This design comes from an exercise in tuning for small area on the open sky130 flow, not from production work. Where RTL was checked, it was by simulation tests only, not by an equivalence proof against the original. No activity file was given, so power comes from the tool's default toggle rates.

==> module top, before the edit <==
module top(
			clk, rst, data_in, data1, data2,
			lut_q_R0, lut_q_R1, lut_q_R2, lut_q_R3,
			lut_q_L0, lut_q_L1, lut_q_L2, lut_q_L3,
			lut_q_U0, lut_q_U1, lut_q_U2, lut_q_U3,
			lut_q_D0, lut_q_D1, lut_q_D2, lut_q_D3,
			out_valid,
			en,
			addr,
			out1, out2, out3, out4,
			addr1, addr2,
			lut_wen, lut_da, lut_db,
			lut_a_R0, lut_a_R1, lut_a_R2, lut_a_R3,
			lut_a_L0, lut_a_L1, lut_a_L2, lut_a_L3,
			lut_a_U0, lut_a_U1, lut_a_U2, lut_a_U3,
			lut_a_D0, lut_a_D1, lut_a_D2, lut_a_D3
			);
input clk, rst;
input [7:0] data_in;
input [31:0] data1, data2;
output out_valid;
output en;
output [14:0] addr;
output reg signed [7:0] out1, out2, out3, out4;
output [11 :0] addr1, addr2;
input  [31:0] lut_q_R0, lut_q_R1, lut_q_R2, lut_q_R3;
input  [31:0] lut_q_L0, lut_q_L1, lut_q_L2, lut_q_L3;
input  [31:0] lut_q_U0, lut_q_U1, lut_q_U2, lut_q_U3;
input  [31:0] lut_q_D0, lut_q_D1, lut_q_D2, lut_q_D3;
output lut_wen;
output reg [31:0] lut_da, lut_db;
output [11:0] lut_a_R0, lut_a_R1, lut_a_R2, lut_a_R3;
output [11:0] lut_a_L0, lut_a_L1, lut_a_L2, lut_a_L3;
output [11:0] lut_a_U0, lut_a_U1, lut_a_U2, lut_a_U3;
output [11:0] lut_a_D0, lut_a_D1, lut_a_D2, lut_a_D3;
reg sr, sr_d;
reg [14:0] cnt;
reg [6:0] cmod;
wire load_end = (cnt[10:0] == 11'd1689);
always @(posedge clk) begin
	if (rst) begin
		sr <= 1'b0;
		sr_d <= 1'b0;
		cnt <= 15'd0;
		cmod <= 7'd0;
	end
	else begin
		sr <= sr | load_end;
		sr_d <= sr;
		if (sr_d) cnt <= cnt + 15'd1;
		else if (!sr) cnt <= load_end ? 15'd0 : cnt + 15'd1;
		if (sr_d) cmod <= (cmod == 7'd113) ? 7'd0 : cmod + 7'd1;
	end
end
assign lut_wen = sr;
assign addr = sr ? cnt : 15'd0;
assign addr1 = {(sr ? 11'd1689 : cnt[10:0]), 1'b0};
assign addr2 = {(sr ? 11'd1689 : cnt[10:0]), 1'b1};
assign en = sr & (|cnt[14:1]);
assign out_valid = sr & (cnt >= 15'd465) & ~((cmod >= 7'd5) & (cmod <= 7'd8));
always @(posedge clk) begin
	if (rst) begin
		lut_da <= 32'd0;
		lut_db <= 32'd0;
	end
	else begin
		lut_da <= data1;
		lut_db <= data2;
	end
end
reg [6:0] wdata;
reg [6:0] x1, x2;
reg [2:0] x3;
always @(posedge clk) begin
	wdata <= {data_in[7:4] - 4'd1, data_in[3:1]};
	x1 <= wdata;
	x2 <= x1;
	x3 <= x2[2:0];
end
reg [7*458-1:0] chain;
reg [2:0] chain_last;
always @(posedge clk) begin
	chain <= {chain[7*457-1:0], (en ? wdata : 7'b1111000)};
	chain_last <= chain[7*457 +: 3];
end
wire [7*459-1:0] taps = {4'b0, chain_last, chain};
wire [6:0] ctr = taps[7*(230)-1 -: 7];
wire [2:0] pctr = taps[7*(231)-5 -: 3];
reg [11:0] a225;
always @(*) begin
	case (ctr[6:3])
	4'd0: a225 = 12'd4081;     4'd1: a225 = 12'd210;   4'd2: a225 = 12'd435;   4'd3: a225 = 12'd660;
	4'd4: a225 = 12'd885;   4'd5: a225 = 12'd1110;  4'd6: a225 = 12'd1335;  4'd7: a225 = 12'd1560;
	4'd8: a225 = 12'd1785;  4'd9: a225 = 12'd2010;  4'd10: a225 = 12'd2235; 4'd11: a225 = 12'd2460;
	4'd12: a225 = 12'd2685; 4'd13: a225 = 12'd2910; 4'd14: a225 = 12'd3135; default: a225 = 12'd3360;
	endcase
end
wire [10:0] lbase = cnt[10:0] - 11'd2;
wire [11:0] A = sr ? a225 : {lbase, 1'b0};
srl_addr ad_R(.sr(sr), .A(A), .pb(taps[7*(229)-1 -: 7]), .pc(taps[7*(228)-1 -: 7]), .fx(ctr[2:0]),
	.o0(lut_a_R0), .o1(lut_a_R1), .o2(lut_a_R2), .o3(lut_a_R3));
srl_addr ad_L(.sr(sr), .A(A), .pb(taps[7*(231)-1 -: 7]), .pc(taps[7*(232)-1 -: 7]), .fx(ctr[2:0]),
	.o0(lut_a_L0), .o1(lut_a_L1), .o2(lut_a_L2), .o3(lut_a_L3));
srl_addr ad_U(.sr(sr), .A(A), .pb(taps[7*(344)-1 -: 7]), .pc(taps[7*(458)-1 -: 7]), .fx(ctr[2:0]),
	.o0(lut_a_U0), .o1(lut_a_U1), .o2(lut_a_U2), .o3(lut_a_U3));
srl_addr ad_D(.sr(sr), .A(A), .pb(taps[7*(116)-1 -: 7]), .pc(x2), .fx(ctr[2:0]),
	.o0(lut_a_D0), .o1(lut_a_D1), .o2(lut_a_D2), .o3(lut_a_D3));
wire [13:0] wR, wL, wU, wD;
srl_weights we_R(.fx(pctr), .fy(taps[7*(230)-5 -: 3]), .fz(taps[7*(229)-5 -: 3]), .w(wR));
srl_weights we_L(.fx(pctr), .fy(taps[7*(232)-5 -: 3]), .fz(taps[7*(233)-5 -: 3]), .w(wL));
srl_weights we_U(.fx(pctr), .fy(taps[7*(345)-5 -: 3]), .fz(taps[7*(459)-5 -: 3]), .w(wU));
srl_weights we_D(.fx(pctr), .fy(taps[7*(117)-5 -: 3]), .fz(x3), .w(wD));
wire [7:0] r1, r2, r3, r4;
srl_sum sum_i(
	.qR0(lut_q_R0), .qR1(lut_q_R1), .qR2(lut_q_R2), .qR3(lut_q_R3),
	.qL0(lut_q_L0), .qL1(lut_q_L1), .qL2(lut_q_L2), .qL3(lut_q_L3),
	.qU0(lut_q_U0), .qU1(lut_q_U1), .qU2(lut_q_U2), .qU3(lut_q_U3),
	.qD0(lut_q_D0), .qD1(lut_q_D1), .qD2(lut_q_D2), .qD3(lut_q_D3),
	.wR(wR), .wL(wL), .wU(wU), .wD(wD),
	.r1(r1), .r2(r2), .r3(r3), .r4(r4));
reg [7:0] p1, p2, p3, p4;
always @(posedge clk) begin
	p1 <= r1; p2 <= r2; p3 <= r3; p4 <= r4;
	out1 <= p1; out2 <= p2; out3 <= p3; out4 <= p4;
end
endmodule
clock: 12.0 ns
lec_check: 0
cap_margin: 20
core_margin: 2
core_utilization: 50
slew_margin: 20
synth_hierarchical: 1
synth_minimum_keep_size: 0
standard.sh (not shown) runs the stock make flow with config.mk's settings and CLKGATE_MAP_FILE= SYNTH_SCRIPT=/design/flow/synth_recipe.tcl, a recipe that flattens the netlist after the stock synthesis.
==> flow/flow/run.sh <==
#!/bin/bash
# Standard layout, with the ports buffered by the smallest buffer and a
# clock tree built without dummy loads from mid-size clock buffers.
set -euo pipefail
export BUFFER_PORTS_ARGS="-buffer_cell sky130_fd_sc_hd__buf_1"
export CTS_ARGS="-sink_clustering_enable -repair_clock_nets -dont_use_dummy_load -buf_list {sky130_fd_sc_hd__clkbuf_8} -sink_clustering_size 20 -sink_clustering_max_diameter 60"
bash standard.sh > flow.log 2>&1
==> next run, changes <==
--- a/flow/design.v
+++ b/flow/design.v
@@ -88,13 +88,17 @@
 wire [6:0] ctr = taps[7*(230)-1 -: 7];
 wire [2:0] pctr = taps[7*(231)-5 -: 3];
-reg [11:0] a225;
-always @(*) begin
-	case (ctr[6:3])
-	4'd0: a225 = 12'd4081;     4'd1: a225 = 12'd210;   4'd2: a225 = 12'd435;   4'd3: a225 = 12'd660;
-	4'd4: a225 = 12'd885;   4'd5: a225 = 12'd1110;  4'd6: a225 = 12'd1335;  4'd7: a225 = 12'd1560;
-	4'd8: a225 = 12'd1785;  4'd9: a225 = 12'd2010;  4'd10: a225 = 12'd2235; 4'd11: a225 = 12'd2460;
-	4'd12: a225 = 12'd2685; 4'd13: a225 = 12'd2910; 4'd14: a225 = 12'd3135; default: a225 = 12'd3360;
-	endcase
-end
+wire [11:0] a225;   
+assign a225[0] = (ctr[6:3] == 4'd0) | (ctr[6:3] == 4'd2) | (ctr[6:3] == 4'd4) | (ctr[6:3] == 4'd6) | (ctr[6:3] == 4'd8) | (ctr[6:3] == 4'd10) | (ctr[6:3] == 4'd12) | (ctr[6:3] == 4'd14);
+assign a225[1] = (ctr[6:3] == 4'd1) | (ctr[6:3] == 4'd2) | (ctr[6:3] == 4'd5) | (ctr[6:3] == 4'd6) | (ctr[6:3] == 4'd9) | (ctr[6:3] == 4'd10) | (ctr[6:3] == 4'd13) | (ctr[6:3] == 4'd14);
+assign a225[2] = (ctr[6:3] == 4'd3) | (ctr[6:3] == 4'd4) | (ctr[6:3] == 4'd5) | (ctr[6:3] == 4'd6) | (ctr[6:3] == 4'd11) | (ctr[6:3] == 4'd12) | (ctr[6:3] == 4'd13) | (ctr[6:3] == 4'd14);
+assign a225[3] = (ctr[6:3] == 4'd7) | (ctr[6:3] == 4'd8) | (ctr[6:3] == 4'd9) | (ctr[6:3] == 4'd10) | (ctr[6:3] == 4'd11) | (ctr[6:3] == 4'd12) | (ctr[6:3] == 4'd13) | (ctr[6:3] == 4'd14);
+assign a225[4] = (ctr[6:3] == 4'd0) | (ctr[6:3] == 4'd1) | (ctr[6:3] == 4'd2) | (ctr[6:3] == 4'd3) | (ctr[6:3] == 4'd4) | (ctr[6:3] == 4'd5) | (ctr[6:3] == 4'd6) | (ctr[6:3] == 4'd7) | (ctr[6:3] == 4'd8) | (ctr[6:3] == 4'd9) | (ctr[6:3] == 4'd10) | (ctr[6:3] == 4'd11) | (ctr[6:3] == 4'd12) | (ctr[6:3] == 4'd13) | (ctr[6:3] == 4'd14);
+assign a225[5] = (ctr[6:3] == 4'd0) | (ctr[6:3] == 4'd2) | (ctr[6:3] == 4'd4) | (ctr[6:3] == 4'd6) | (ctr[6:3] == 4'd8) | (ctr[6:3] == 4'd10) | (ctr[6:3] == 4'd12) | (ctr[6:3] == 4'd14) | (ctr[6:3] == 4'd15);
+assign a225[6] = (ctr[6:3] == 4'd0) | (ctr[6:3] == 4'd1) | (ctr[6:3] == 4'd4) | (ctr[6:3] == 4'd5) | (ctr[6:3] == 4'd8) | (ctr[6:3] == 4'd9) | (ctr[6:3] == 4'd12) | (ctr[6:3] == 4'd13);
+assign a225[7] = (ctr[6:3] == 4'd0) | (ctr[6:3] == 4'd1) | (ctr[6:3] == 4'd2) | (ctr[6:3] == 4'd3) | (ctr[6:3] == 4'd8) | (ctr[6:3] == 4'd9) | (ctr[6:3] == 4'd10) | (ctr[6:3] == 4'd11);
+assign a225[8] = (ctr[6:3] == 4'd0) | (ctr[6:3] == 4'd2) | (ctr[6:3] == 4'd4) | (ctr[6:3] == 4'd6) | (ctr[6:3] == 4'd9) | (ctr[6:3] == 4'd11) | (ctr[6:3] == 4'd13) | (ctr[6:3] == 4'd15);
+assign a225[9] = (ctr[6:3] == 4'd0) | (ctr[6:3] == 4'd3) | (ctr[6:3] == 4'd4) | (ctr[6:3] == 4'd7) | (ctr[6:3] == 4'd8) | (ctr[6:3] == 4'd9) | (ctr[6:3] == 4'd12) | (ctr[6:3] == 4'd13);
+assign a225[10] = (ctr[6:3] == 4'd0) | (ctr[6:3] == 4'd5) | (ctr[6:3] == 4'd6) | (ctr[6:3] == 4'd7) | (ctr[6:3] == 4'd8) | (ctr[6:3] == 4'd9) | (ctr[6:3] == 4'd14) | (ctr[6:3] == 4'd15);
+assign a225[11] = (ctr[6:3] == 4'd0) | (ctr[6:3] == 4'd10) | (ctr[6:3] == 4'd11) | (ctr[6:3] == 4'd12) | (ctr[6:3] == 4'd13) | (ctr[6:3] == 4'd14) | (ctr[6:3] == 4'd15);
 wire [10:0] lbase = cnt[10:0] - 11'd2;
 wire [11:0] A = sr ? a225 : {lbase, 1'b0};
Effect: Non-clock buffer count went up by 17; global-route usage went up by 0.48 points; combinational power went down by about 0.8%; routed wire length went up by 1.2%; count of clock-buffer cells in the layout does not change; sequential share of layout area went down by 0.14 points; utilization hardly moves; via count hardly moves; synthesized cell count is about the same; final area barely changes; worst setup slack improves by 74 ps; clock skew went up by 57 ps; fmax went up by about 0.65%.
Only the layout flow was run in the second run of this note; the RTL was not checked for function there.

==> afterwards: timing with drivers on the ports <==
No port has a modelled driver above. Below, the same layouts with a new extraction and two added sets of constraints.
Step 1 sets driving cells, clkbuf_16 on the clock port and buf_2 on the other inputs (assumed; they add their load-dependent delay and slew).
Step 2 moves the port delays by t, midway between the first and last clock arrival at a register: inputs arrive t later, outputs are due t later. That takes back most of the time a late clock gives input paths.
Slacks: ideal / step 1 / step 2; pairs: ideal / step 1.
| run | shift t [ns] | setup WS [ns] | worst setup path at the end | clock arrival spread, ns |
|---|---|---|---|---|
| the first run | 0.985 | 0.463 / 0.463 / 0.463 | register to register | 0.184 / 0.184 |
| the second run | 0.982 | 0.538 / 0.538 / 0.538 | register to register | 0.225 / 0.226 |
After both steps every run listed still meets setup and hold.
